Background: an optimization exercise with open tools, aiming at small area. Do not read the settings as production practice.
In this exercise RTL edits were held to simulation tests only and were not proved equivalent to the original.
Power and IR drop assume default switching activity.

### flow/run.sh
#!/bin/bash
# Standard ORFS layout, with three changes to how cells are chosen:
#  - synthesis maps logic with an area-oriented ABC script (abc_area.script
#    here) and without the full/half-adder extraction;
#  - input and output ports are buffered with buf_1;
#  - clock tree synthesis uses small clock buffers and no dummy loads.
set -euo pipefail
W=$PWD
rm -rf "$W/scripts_mod"
cp -r "$FLOW_HOME/scripts" "$W/scripts_mod"
cp "$W/flow/abc_area.script" "$W/scripts_mod/abc_area.script"
export SCRIPTS_DIR="$W/scripts_mod"
export ADDER_MAP_FILE=
export BUFFER_PORTS_ARGS="-buffer_cell sky130_fd_sc_hd__buf_1"
export CTS_ARGS="-sink_clustering_enable -repair_clock_nets -dont_use_dummy_load -root_buf sky130_fd_sc_hd__clkbuf_8 -buf_list {sky130_fd_sc_hd__clkbuf_16} -sink_clustering_size 50 -sink_clustering_max_diameter 300"
bash standard.sh > "$W/standard.log" 2>&1
### standard.sh
#!/bin/bash
# synth_recipe.tcl (not shown) runs the flow's synth.tcl, then flattens the netlist and writes it again
# the make line also repeats each setting of config.mk as NAME=value (left out here)
make -C /OpenROAD-flow-scripts/flow DESIGN_CONFIG=/design/flow/config.mk WORK_HOME=/design/flow/orfs CLKGATE_MAP_FILE= SYNTH_SCRIPT=/design/flow/synth_recipe.tcl "${@:-finish}"
### constraint.sdc
create_clock -name core_clock -period 10.0 [get_ports {clk}]
set_input_delay 2.0000 -clock core_clock [delete_from_list [all_inputs] [get_ports {clk}]]
set_output_delay 2.0000 -clock core_clock [all_outputs]
set_load 0.01 [all_outputs]
### design.v
module lcd_ctrl (
    input  wire       clk,
    input  wire       rst_n,
    output reg  [3:0] xhi,
    output reg  [6:0] xlo,
    output reg  [9:0] y,
    output wire       de,
    output wire       hs,
    output wire       vs
);
    wire xlo_end  = xlo[6] & xlo[5] & xlo[1] & xlo[0];           
    wire line_end = xhi[3] & xhi[1] & xlo[6] & xlo[0];           
    wire [7:0] xlo_c;
    wire [6:0] xlo_inc;
    wire [4:0] xhi_c;
    wire [3:0] xhi_inc;
    assign xlo_c[0] = 1'b1;
    assign xhi_c[0] = xlo_end;
    genvar i;
    generate
        for (i = 0; i < 7; i = i + 1) begin : g_xlo
            assign xlo_inc[i]  = xlo[i] ^ xlo_c[i];
            assign xlo_c[i+1]  = xlo[i] & xlo_c[i];
        end
        for (i = 0; i < 4; i = i + 1) begin : g_xhi
            assign xhi_inc[i]  = xhi[i] ^ xhi_c[i];
            assign xhi_c[i+1]  = xhi[i] & xhi_c[i];
        end
    endgenerate
    always @(posedge clk or negedge rst_n) begin
        if (!rst_n) begin
            xhi <= 4'd10;                                         
            xlo <= 7'd10;
        end else begin
            xhi <= {xhi_inc[3] & ~line_end, xhi_inc[2],
                    xhi_inc[1] & ~line_end, xhi_inc[0]};
            xlo <= {xlo_inc[6] & ~(xlo_end | line_end),
                    xlo_inc[5] & ~xlo_end,
                    xlo_inc[4:3],
                    xlo_inc[2] & ~xlo_end,
                    xlo_inc[1] & ~line_end,
                    xlo_inc[0]};
        end
    end
    wire h_end     = xhi[3] & xhi[1] & ~xlo[6] & ~xlo[5] & ~xlo[4] &
                     xlo[3] & ~xlo[2] & ~xlo[1] & xlo[0];          
    wire frame_end = y[9] & y[2] & y[1] & y[0];                   
    wire y_wrap    = h_end & frame_end;
    wire [10:0] y_c;
    wire [9:0]  y_inc;
    assign y_c[0] = h_end;
    generate
        for (i = 0; i < 10; i = i + 1) begin : g_y
            assign y_inc[i] = y[i] ^ y_c[i];
            assign y_c[i+1] = y[i] & y_c[i];
        end
    endgenerate
    always @(posedge clk or negedge rst_n) begin
        if (!rst_n)
            y <= 10'd493;                                         
        else
            y <= {y_inc[9] & ~y_wrap, y_inc[8:4], y_inc[3] & ~y_wrap, y_inc[2:0]};
    end
    wire h_sync = xhi[3] & xhi[1] & ~xlo[6] & ~xlo[5] &
                  ((~xlo[4] & xlo[3] & (xlo[2] | xlo[1])) | (xlo[4] & ~xlo[3] & ~xlo[2]));
    wire v_sync = ~y[9] & y[8] & y[7] & y[6] & y[5] &
                  ((~y[4] & y[3] & y[2] & (y[1] | y[0])) |
                   (y[4] & ~y[3] & ~y[2] & ~y[1] & ~y[0]));
    assign hs = ~h_sync;
    assign vs = ~v_sync;
    assign de = ~xhi[3] & ~y[9] & ~(y[8] & y[7] & y[6] & y[5]);
endmodule
module lcd_data (
    input  wire        clk,
    input  wire        rst_n,
    input  wire [3:0]  xhi,
    input  wire [9:0]  y,
    input  wire        de,
    output wire [4:0]  r,
    output wire [5:0]  g,
    output wire [4:0]  b
);
    localparam [19:0] S_LAST  = 20'b10001111111110000001;
    localparam [19:0] S_JUMP  = 20'b00100000000100000010;
    localparam [19:0] S_JUMP0 = 20'b00000000000000000010;
    reg [2:0]  ph;
    reg [19:0] s;
    wire s_last = (s == S_LAST);
    wire s_fb   = ~(s[19] ^ s[16]);
    wire [3:0] ph_c;
    wire [2:0] ph_inc;
    assign ph_c[0] = s_last;
    genvar i;
    generate
        for (i = 0; i < 3; i = i + 1) begin : g_ph
            assign ph_inc[i] = ph[i] ^ ph_c[i];
            assign ph_c[i+1] = ph[i] & ph_c[i];
        end
    endgenerate
    always @(posedge clk or negedge rst_n) begin
        if (!rst_n) begin
            ph <= 3'd7;                                          
            s  <= S_LAST;
        end else begin
            ph <= ph_inc;
            s  <= {s[18:0], s_fb} ^ (s_last ? ((ph == 3'd7) ? S_JUMP0 : S_JUMP) : 20'd0);
        end
    end
    reg  [18:0] acc;
    wire [19:0] acc_c;
    wire [18:0] acc_sum;
    assign acc_c[0] = 1'b0;
    generate
        for (i = 0; i < 9; i = i + 1) begin : g_acc_fa
            assign acc_sum[i]  = acc[i] ^ y[i] ^ acc_c[i];
            assign acc_c[i+1]  = (acc[i] & y[i]) | (acc_c[i] & (acc[i] ^ y[i]));
        end
        for (i = 9; i < 19; i = i + 1) begin : g_acc_ha
            assign acc_sum[i]  = acc[i] ^ acc_c[i];
            assign acc_c[i+1]  = acc[i] & acc_c[i];
        end
    endgenerate
    always @(posedge clk)
        acc <= acc_sum & {19{~xhi[3]}};
    wire [6:0] yy = y[8:2];
    wire hr = (yy < 7'd15) | ((yy >= 7'd45) & (yy < 7'd60)) | ((yy >= 7'd75) & (yy < 7'd105));
    wire hg = ((yy >= 7'd15) & (yy < 7'd30)) | ((yy >= 7'd45) & (yy < 7'd60)) |
              ((yy >= 7'd75) & (yy < 7'd90)) | (yy >= 7'd105);
    wire hb = ((yy >= 7'd30) & (yy < 7'd60)) | (yy >= 7'd90);
    wire ph0 = (ph == 3'd0);
    wire ph1 = (ph == 3'd1);
    wire ph2 = (ph == 3'd2);
    wire ph3 = (ph == 3'd3);
    wire ph4 = (ph == 3'd4);
    wire ph5 = (ph == 3'd5);
    wire ph6 = (ph == 3'd6);
    wire ph7 = (ph == 3'd7);
    wire cr = ph7 | (ph3 & ~(xhi[2] ^ xhi[1] ^ xhi[0])) | (ph4 & ~xhi[2] & hr);
    wire cg = ph0 | ph6 | (ph3 & xhi[0]) | (ph4 & (xhi[2] | hg));
    wire cb = ph0 | ph5 | (ph3 & xhi[1]) | (ph4 & (xhi[2] | hb));
    wire mul  = de & ph1;
    wire gray = de & ph2;
    assign r = ({5{mul}} & {2'b00, acc[18:16]}) | ({5{gray}} & y[4:0]) | {5{de & cr}};
    assign g = ({6{mul}} & acc[13:8])          | ({6{gray}} & y[5:0]) | {6{de & cg}};
    assign b = ({5{mul}} & acc[4:0])           | ({5{gray}} & y[4:0]) | {5{de & cb}};
endmodule
module rgblcd_top (
        input           clk,
        input           rst_n,
        output [4:0]    LCD_R,
        output [5:0]    LCD_G,
        output [4:0]    LCD_B,
        output          lcd_de,
        output          lcd_hsync,
        output          lcd_vsync,
        output          lcd_bl
    );
    localparam [17:0] R_START  = 18'b101001010110111110;
    localparam [17:0] R_END_LO = 18'b011100001011111111;
    localparam [17:0] R_END_HI = 18'b010100101011011111;
    localparam [17:0] R_JUMP   = 18'b000000010010000000;
    reg        bl;
    reg [17:0] rs;
    wire r_end = (rs == (bl ? R_END_HI : R_END_LO));
    wire r_fb  = ~(rs[17] ^ rs[6]);
    always @(posedge clk or negedge rst_n) begin
        if (!rst_n) begin
            bl <= 1'b0;
            rs <= R_START;
        end else begin
            bl <= bl ^ r_end;
            rs <= {rs[16:0], r_fb} ^ ((r_end & ~bl) ? R_JUMP : 18'd0);
        end
    end
    assign lcd_bl = bl;
    wire [3:0] xhi;
    wire [6:0] xlo;
    wire [9:0] y;
    lcd_ctrl lcd_ctrl_inst (
        .clk   (clk),
        .rst_n (rst_n),
        .xhi   (xhi),
        .xlo   (xlo),
        .y     (y),
        .de    (lcd_de),
        .hs    (lcd_hsync),
        .vs    (lcd_vsync)
    );
    lcd_data lcd_data_inst (
        .clk   (clk),
        .rst_n (rst_n),
        .xhi   (xhi),
        .y     (y),
        .de    (lcd_de),
        .r     (LCD_R),
        .g     (LCD_G),
        .b     (LCD_B)
    );
endmodule
### config.mk
export PLATFORM = sky130hd
export DESIGN_NAME = rgblcd_top
export DESIGN_NICKNAME = rgblcd_top
export VERILOG_FILES = /design/flow/design.v
export SDC_FILE = /design/flow/constraint.sdc
export NUM_CORES = 4
export LEC_CHECK = 0
export ABC_AREA = 1
export CAP_MARGIN = 20
export CORE_MARGIN = 2
export CORE_UTILIZATION = 40
export SLEW_MARGIN = 20
### flow/abc_area.script
strash
&get -n
&deepsyn -T 30
&put
amap -m
topo
==> results of run 1 <==
## cells in the mapped netlist
cell	number	share of area
a2111oi_0	1	0.0026
a211oi_1	5	0.011
a21o_1	1	0.0022
a21oi_1	17	0.025
a221oi_1	1	0.0026
a22oi_1	8	0.018
a31oi_1	1	0.0019
a41oi_1	2	0.0052
and3_1	1	0.0019
clkinv_1	53	0.059
dfrtp_1	27	0.20
dfstp_2	36	0.28
dfxtp_1	19	0.11
nand2_1	27	0.030
nand2b_1	1	0.0019
nand3_1	4	0.0060
nand4_1	6	0.011
nand4bb_1	1	0.0034
nor2_1	54	0.061
nor3_1	11	0.016
nor4_1	4	0.0075
nor4b_1	1	0.0026
o211a_1	10	0.030
o211ai_1	7	0.016
o21a_1	8	0.018
o21ai_0	18	0.027
o21bai_1	1	0.0022
o221ai_1	3	0.0078
o22ai_1	6	0.011
or2_0	6	0.011
or4_1	4	0.0090
## per-stage QoR
stage	area [um2]	power [W]	util	cells	worst slack [ps]
2_1_floorplan	3350	0.000337	-	344	5840
3_3_place_gp	3570	0.000342	0.436	471	5500
3_5_place_dp	3570	0.000343	0.436	471	5410
4_1_cts	3690	0.000527	0.451	480	5050
5_1_grt	3690	0.000538	0.451	480	4670
6_report	3690	0.000516	0.451	480	4970
## state kept, by name, summed over array words and instances (netlist names)
name and count:
lcd_ctrl_inst.xlo 7, rs 18, bl 1, lcd_ctrl_inst.xhi 4, lcd_data_inst.ph 3, lcd_ctrl_inst.y 10
lcd_data_inst.acc 19, lcd_data_inst.s 20
## critical path, stage by stage, from the launching register on
cell      delay (ps)
dfstp_2          550
clkinv_1         190
o21ai_0          240
a21oi_1           90
nor2_1            90
nor2_1            60
nor2_1           170
o22ai_1          110
a21oi_1          200
nor3_1            60
o21ai_0          480
o21ai_0          280
buf_1            190
## routing by layer
layer  vias to the layer above  track usage  routed length (um)
met4                         0       0.0476                  45
li1                       1270            -                   -
met5                         -            0                   0
met2                        44        0.258                3020
met3                         5       0.0387                 291
met1                      1175        0.215                3280
## cell type report
cell class                 instances  area, um2
timing repair buffer              22       87.6
sequential                        82       2000
tap                              105        131
clock buffer                       9        124
inverter                          53        199
multi-input combinational        209       1150
fill                             798       4480
## worst paths after layout
| path | endpoint | start | cells past startpoint | slack, ps |
|---|---|---|---|---|
| setup / recovery | LCD_R[4] | lcd_ctrl_inst.y[3]$_DFF_PN1_ | 12 | 4970 |
| hold / removal | lcd_data_inst.s[10]$_DFF_PN1_ | lcd_data_inst.s[9]$_DFF_PN1_ | 0 | 360 |
| setup reg to reg | lcd_data_inst.acc[18]$_DFF_P_ | lcd_ctrl_inst.y[0]$_DFF_PN1_ | 26 | 5530 |
| hold reg to reg | lcd_data_inst.s[10]$_DFF_PN1_ | lcd_data_inst.s[9]$_DFF_PN1_ | 0 | 360 |
| max in group asynchronous | lcd_ctrl_inst.y[4]$_DFF_PN0_ | rst_n | 2 | 7650 |
| min in group asynchronous | bl$_DFF_PN0_ | rst_n | 2 | 1790 |
## cells in the final DEF (no fill, tap or decap), drive strengths merged, types with 6 or more instances in the layout
cell    netlist  layout
a21oi        17      17
a22oi         8       8
buf           0      21
clkbuf        0      10
clkinv       53      53
dfrtp        27      27
dfstp        36      36
dfxtp        19      19
nand2        27      27
nand4         6       6
nor2         54      54
nor3         11      11
o211a        10      10
o211ai        7       7
o21a          8       8
o21ai        18      18
o22ai         6       6
or2           6       6
## cells by family (layout without fill, tap and decap cells)
family,after synthesis,in the layout,share of synthesized area
buf+inv,53,84,0.0594
flops,82,82,0.598
compound gates,89,89,0.181
simple gates,120,120,0.162
## report_power, final
| part | switching (W) | total [W] | internal, W |
|---|---|---|---|
| Sequential | 0 | 0.000331 | 0.000331 |
| Clock | 0.0000988 | 0.000179 | 0.0000805 |
| Combinational | 0.00000464 | 0.00000503 | 0.000000389 |
==> metrics.cfg, run 1 <==
[detailed_routing]
vias_per_cell = 5.20
wl_mm = 6.64
drtIter0Drc = 135
wl_per_cell_um = 13.8
remaining_drc_errors = 0
firstDrtPassIters = 4
vias = 2494
ant_nets = 0

[worst_hold_path]
hp-class = flip-flop to flip-flop

[placed_design]
place_hpwl_mm = 4.81
numPortBuffers = 21
place.gp.congestion = 0.850

[sta]
hold_ws_ps = 356
fin_skew_ps = 33.8
setup_viol = 0
min_period_ps = 5030
timing_hold_violations_final = 0
relSlewSlack = 0.485
tightest_slew_ps = 773
rsz0062_at_grt = false
fin_tns_setup_ps = 0
slew_violations = 0
post-route-period-util = 0.503
max_freq_ghz = 0.199

[setup_path]
arrival_ps = 3030
critPathLaunchType = flip-flop
endpoint_kind = output port
crit_type = flip-flop to output port
critPathMaxFanout = 9
cp.required_ps = 8000

[final_layout]
diodes = 0
fin_nets = 379
drive_above_1_share = 0.125
synthToLayoutAreaGrowth_pct = 10.2

[clocking]
hold_buffers = 0
cts_resized = 0
cts_buffers = 9
cts-root-buf = clkbuf_8
h-tree-depth = 3
cts_tree = done
cts.sinks = 82
cts_buffer_depth = 2
clkLatencyLatePin_ps = 340
post_cts_buffers = 0
clkTransAtPathRegs_ps = 70

[power_and_ir_drop]
p_leak_nw = 1.35
pwr_density_cell_nw_per_um2 = 140
ir_worst_vdd_mv = 0.0736

[yosys]
syn-num-nets = 346
synth.cell_area_um2 = 3350
synth_cell_types = 31
ys_seq_elements = 82
avgSynthCellArea_um2 = 9.73
ys_seq_area_frac = 0.598
ys_warn_count = 3
syn_inst = 344

[die]
initial_core_util = 0.410
die_h_um = 95.5
die_w_um = 95.5
core_area_um2 = 8180
ioPinCount = 22
dieArea_um2 = 9120
rows = 33

[grt]
overflow = 0
grt_pass1_vias = 2391
antenna_found_initial = 0
grt_util_all_layers = 0.160
grt_max_degree = 64
grt_first_pass_wirelength_mm = 11.2

[flow_run]
max_cap_viol_count = 0

[outcome]
outcome = timing/DRC/antenna clean

==> inputs of run 2 (changes only) <==
--- a/flow/run.sh
+++ b/flow/run.sh
@@ -13,4 +13,4 @@
 export ADDER_MAP_FILE=
 export BUFFER_PORTS_ARGS="-buffer_cell sky130_fd_sc_hd__buf_1"
-export CTS_ARGS="-sink_clustering_enable -repair_clock_nets -dont_use_dummy_load -root_buf sky130_fd_sc_hd__clkbuf_8 -buf_list {sky130_fd_sc_hd__clkbuf_16} -sink_clustering_size 50 -sink_clustering_max_diameter 300"
+export CTS_ARGS="-sink_clustering_enable -repair_clock_nets -dont_use_dummy_load -buf_list {sky130_fd_sc_hd__clkbuf_2 sky130_fd_sc_hd__clkbuf_4 sky130_fd_sc_hd__clkbuf_8}"
 bash standard.sh > "$W/standard.log" 2>&1
==> metrics.cfg, run 2 <==
[clocking]
cts_buffers = 9  ; unchanged
cts-root-buf = clkbuf_8  ; unchanged
cts_tree = done  ; unchanged
hold_buffers = 0  ; unchanged
clkTransAtPathRegs_ps = 70  ; about the same
h-tree-depth = 3  ; unchanged
cts_resized = 0  ; unchanged
clkLatencyLatePin_ps = 340  ; about the same
cts_buffer_depth = 2  ; unchanged
cts.sinks = 82  ; unchanged
post_cts_buffers = 0  ; unchanged

[yosys]
async_reset_ff_frac = 0.768  ; unchanged
ys.flop_type = dfstp_2  ; unchanged
synth_edf_count = 0  ; unchanged
ys_warn_count = 3  ; unchanged
ys_seq_elements = 82  ; unchanged
synth.cell_area_um2 = 3350  ; unchanged
synth_top_area_frac = 0.283  ; unchanged
synth_top_area_cell = dfstp_2  ; unchanged
syn_inst = 344  ; unchanged
synth.most_common_cell = nor2_1  ; unchanged
avgSynthCellArea_um2 = 9.73  ; unchanged
synth_cell_types = 31  ; unchanged
ys_seq_area_frac = 0.598  ; unchanged
syn-num-nets = 346  ; unchanged
synthTopCellsByArea = dfstp_2 28%, dfrtp_1 20%, dfxtp_1 11%  ; unchanged
ys_top_cells_by_count = 54 x nor2_1, 53 x clkinv_1, 36 x dfstp_2  ; unchanged

[die]
die_h_um = 95.5  ; unchanged
die_w_um = 95.5  ; unchanged
dieArea_um2 = 9120  ; unchanged
initial_core_util = 0.410  ; unchanged
rows = 33  ; unchanged
ioPinCount = 22  ; unchanged
core_area_um2 = 8180  ; unchanged

[setup_path]
arrival_ps = 3030  ; about the same
r2r_setup_slack_ps = 5530  ; about the same
crit_type = flip-flop to output port  ; unchanged
cp.required_ps = 8000  ; about the same
endpoint_kind = output port  ; unchanged
critPathLaunchType = flip-flop  ; unchanged
reg2reg_to = lcd_data_inst.acc[18]$_DFF_P_  ; unchanged
critPathMaxFanout = 9  ; unchanged
r2r_cells = 26  ; unchanged
r2r-start = lcd_ctrl_inst.y[0]$_DFF_PN1_  ; unchanged

[grt]
antenna_found_initial = 0  ; unchanged
grt_pass1_vias = 2391  ; unchanged
overflow = 0  ; unchanged
grt_first_pass_wirelength_mm = 11.2  ; unchanged
grt_max_degree = 64  ; unchanged
grt_util_all_layers = 0.160  ; unchanged

[sta]
tightest_slew_ps = 773  ; unchanged
timing_hold_violations_final = 0  ; unchanged
fin_tns_setup_ps = 0  ; unchanged
setup_viol = 0  ; unchanged
fin_skew_ps = 33.8  ; unchanged
relSlewSlack = 0.485  ; unchanged
slew_violations = 0  ; unchanged
post-route-period-util = 0.503  ; unchanged
finalWorstSetupSlack_ps = 4970  ; unchanged
hold_ws_ps = 356  ; unchanged
max_freq_ghz = 0.199  ; unchanged
min_period_ps = 5030  ; unchanged
rsz0062_at_grt = false  ; unchanged

[flow_run]
max_cap_viol_count = 0  ; unchanged

[final_layout]
largestRegisters = lcd_data_inst.s (20), lcd_data_inst.acc (19), rs (18)  ; unchanged
final_cell_mix = 54 x nor2_1, 53 x clkinv_1, 36 x dfstp_2  ; unchanged
diodes = 0  ; unchanged
max_flop_register = lcd_data_inst.s  ; unchanged
largest_reg_flops = 20  ; unchanged
drive_above_1_share = 0.125  ; unchanged
fillers = 798  ; unchanged
fin_nets = 379  ; unchanged
layout_commonest_cell = nor2_1  ; unchanged
synthToLayoutAreaGrowth_pct = 10.2  ; unchanged

[detailed_routing]
wl_per_cell_um = 13.8  ; unchanged
remaining_drc_errors = 0  ; unchanged
drtIter0Drc = 135  ; unchanged
vias = 2494  ; unchanged
firstDrtPassIters = 4  ; unchanged
wl_mm = 6.64  ; unchanged
vias_per_cell = 5.20  ; unchanged
ant_nets = 0  ; unchanged

[placed_design]
pre_cts_ws_ps = 5410  ; unchanged
place_hpwl_mm = 4.81  ; unchanged
place.gp.congestion = 0.850  ; unchanged
numPortBuffers = 21  ; unchanged

[power_and_ir_drop]
p_int_w = 0.000412  ; unchanged
pwr_density_cell_nw_per_um2 = 140  ; unchanged
p_leak_nw = 1.35  ; unchanged
p_sw_w = 0.000103  ; unchanged
swShare = 0.201  ; unchanged
p_seq_frac = 0.642  ; about the same
p_clk_frac = 0.348  ; about the same
ir_worst_vdd_mv = 0.0736  ; unchanged
p_comb_frac = 0.010  ; about the same

[worst_hold_path]
hold_path_startpoint = lcd_data_inst.s[9]$_DFF_PN1_  ; unchanged
min_delay_path_depth = 0  ; unchanged
worstHoldEndpoint = lcd_data_inst.s[10]$_DFF_PN1_  ; unchanged
hp-class = flip-flop to flip-flop  ; unchanged

[outcome]
outcome = timing/DRC/antenna clean  ; unchanged

[run 2: cell counts in the layout (fill, tap and decap cells not counted)]
No cell type changed its count.
[run 2: per-stage QoR]
stage	util	instances	area, um2	total power (W)
after floorplan	-	344	3350	0.000337
after global placement	0.436	471	3570	0.000342
after detailed placement	0.436	471	3570	0.000343
after CTS	0.451	480	3690	0.000527
after global routing	0.451	480	3690	0.000538
final	0.451	480	3690	0.000516
[run 2: logic make-up after synthesis]
| logic type | synth area share |
|---|---|
| AOI/OAI and AO/OA | 0.181 |
| and+or+nand+nor | 0.162 |
| buffers and inverters | 0.0594 |
| DFF | 0.598 |
[run 2: worst max path at each step]
stage / endpoint / cells past startpoint / slack [ps] / start
floorplan: LCD_G[4] / 9 / 5840 / lcd_ctrl_inst.y[8]$_DFF_PN1_
global placement: LCD_R[4] / 12 / 5500 / lcd_ctrl_inst.y[3]$_DFF_PN1_
detailed placement: LCD_R[4] / 12 / 5410 / lcd_ctrl_inst.y[2]$_DFF_PN1_
CTS: LCD_R[4] / 12 / 5050 / lcd_ctrl_inst.y[2]$_DFF_PN1_
global route: LCD_G[5] / 10 / 4670 / lcd_ctrl_inst.y[4]$_DFF_PN0_
finish: LCD_R[4] / 12 / 4970 / lcd_ctrl_inst.y[3]$_DFF_PN1_
[run 2: power by group through the flow]
| stage | combinational, W | clock, W | sequential (W) |
|---|---|---|---|
| after global placement | 0.00000530 | 0 | 0.000337 |
| final | 0.00000503 | 0.000179 | 0.000331 |
| after global routing | 0.00000619 | 0.000201 | 0.000331 |
| after floorplan | 0.000000000430 | 0 | 0.000337 |
| after detailed placement | 0.00000551 | 0 | 0.000337 |
| after CTS | 0.00000544 | 0.000190 | 0.000331 |
[run 2: worst max-delay path, cell delays in order, from the launching register on]
cell and delay, ps:
dfstp_2 550, clkinv_1 190, o21ai_0 240, a21oi_1 90
nor2_1 90, nor2_1 60, nor2_1 170, o22ai_1 110
a21oi_1 200, nor3_1 60, o21ai_0 480, o21ai_0 280
buf_1 190
[run 2: final cells by class]
type | count | area, um2 | share of cell area
Sequential cell | 82 | 2000 | 0.542
Multi-Input combinational cell | 209 | 1150 | 0.311
Inverter | 53 | 199 | 0.0539
Tap cell | 105 | 131 | 0.0356
Clock buffer | 9 | 124 | 0.0336
Timing Repair Buffer | 22 | 87.6 | 0.0237
[run 2: layer usage]
| layer | vias to the layer above | GRT usage | wire length (um) |
|---|---|---|---|
| met4 | 0 | 0.0476 | 45 |
| li1 | 1270 | - | - |
| met5 | - | 0 | 0 |
| met1 | 1175 | 0.215 | 3280 |
| met2 | 44 | 0.258 | 3020 |
| met3 | 5 | 0.0387 | 291 |

-- afterwards: timing with drivers on the ports --
The results above use ideal ports. As a check the final layouts listed here were re-extracted and re-timed, cells and wires unchanged. Step 1: set_driving_cell puts a clkbuf_16 on clk and a buf_2 on each other input, an assumption about the parent block. Step 2 moves the port delays by t, midway between the first and last clock arrival at a register: inputs arrive t later, outputs are due t later. That takes back most of the time a late clock gives input paths. a / b / c = ideal / step 1 / step 2; a / b = the first two.
| run | shift t [ns] | setup WS [ns] | worst register clock-pin slew, ns |
|---|---|---|---|
| run 1 | 0.357 | 4.969 / 4.939 / 5.296 | 0.09 / 0.09 |
| run 2 | 0.357 | 4.969 / 4.939 / 5.296 | 0.09 / 0.09 |
After both steps every run listed still meets setup and hold.
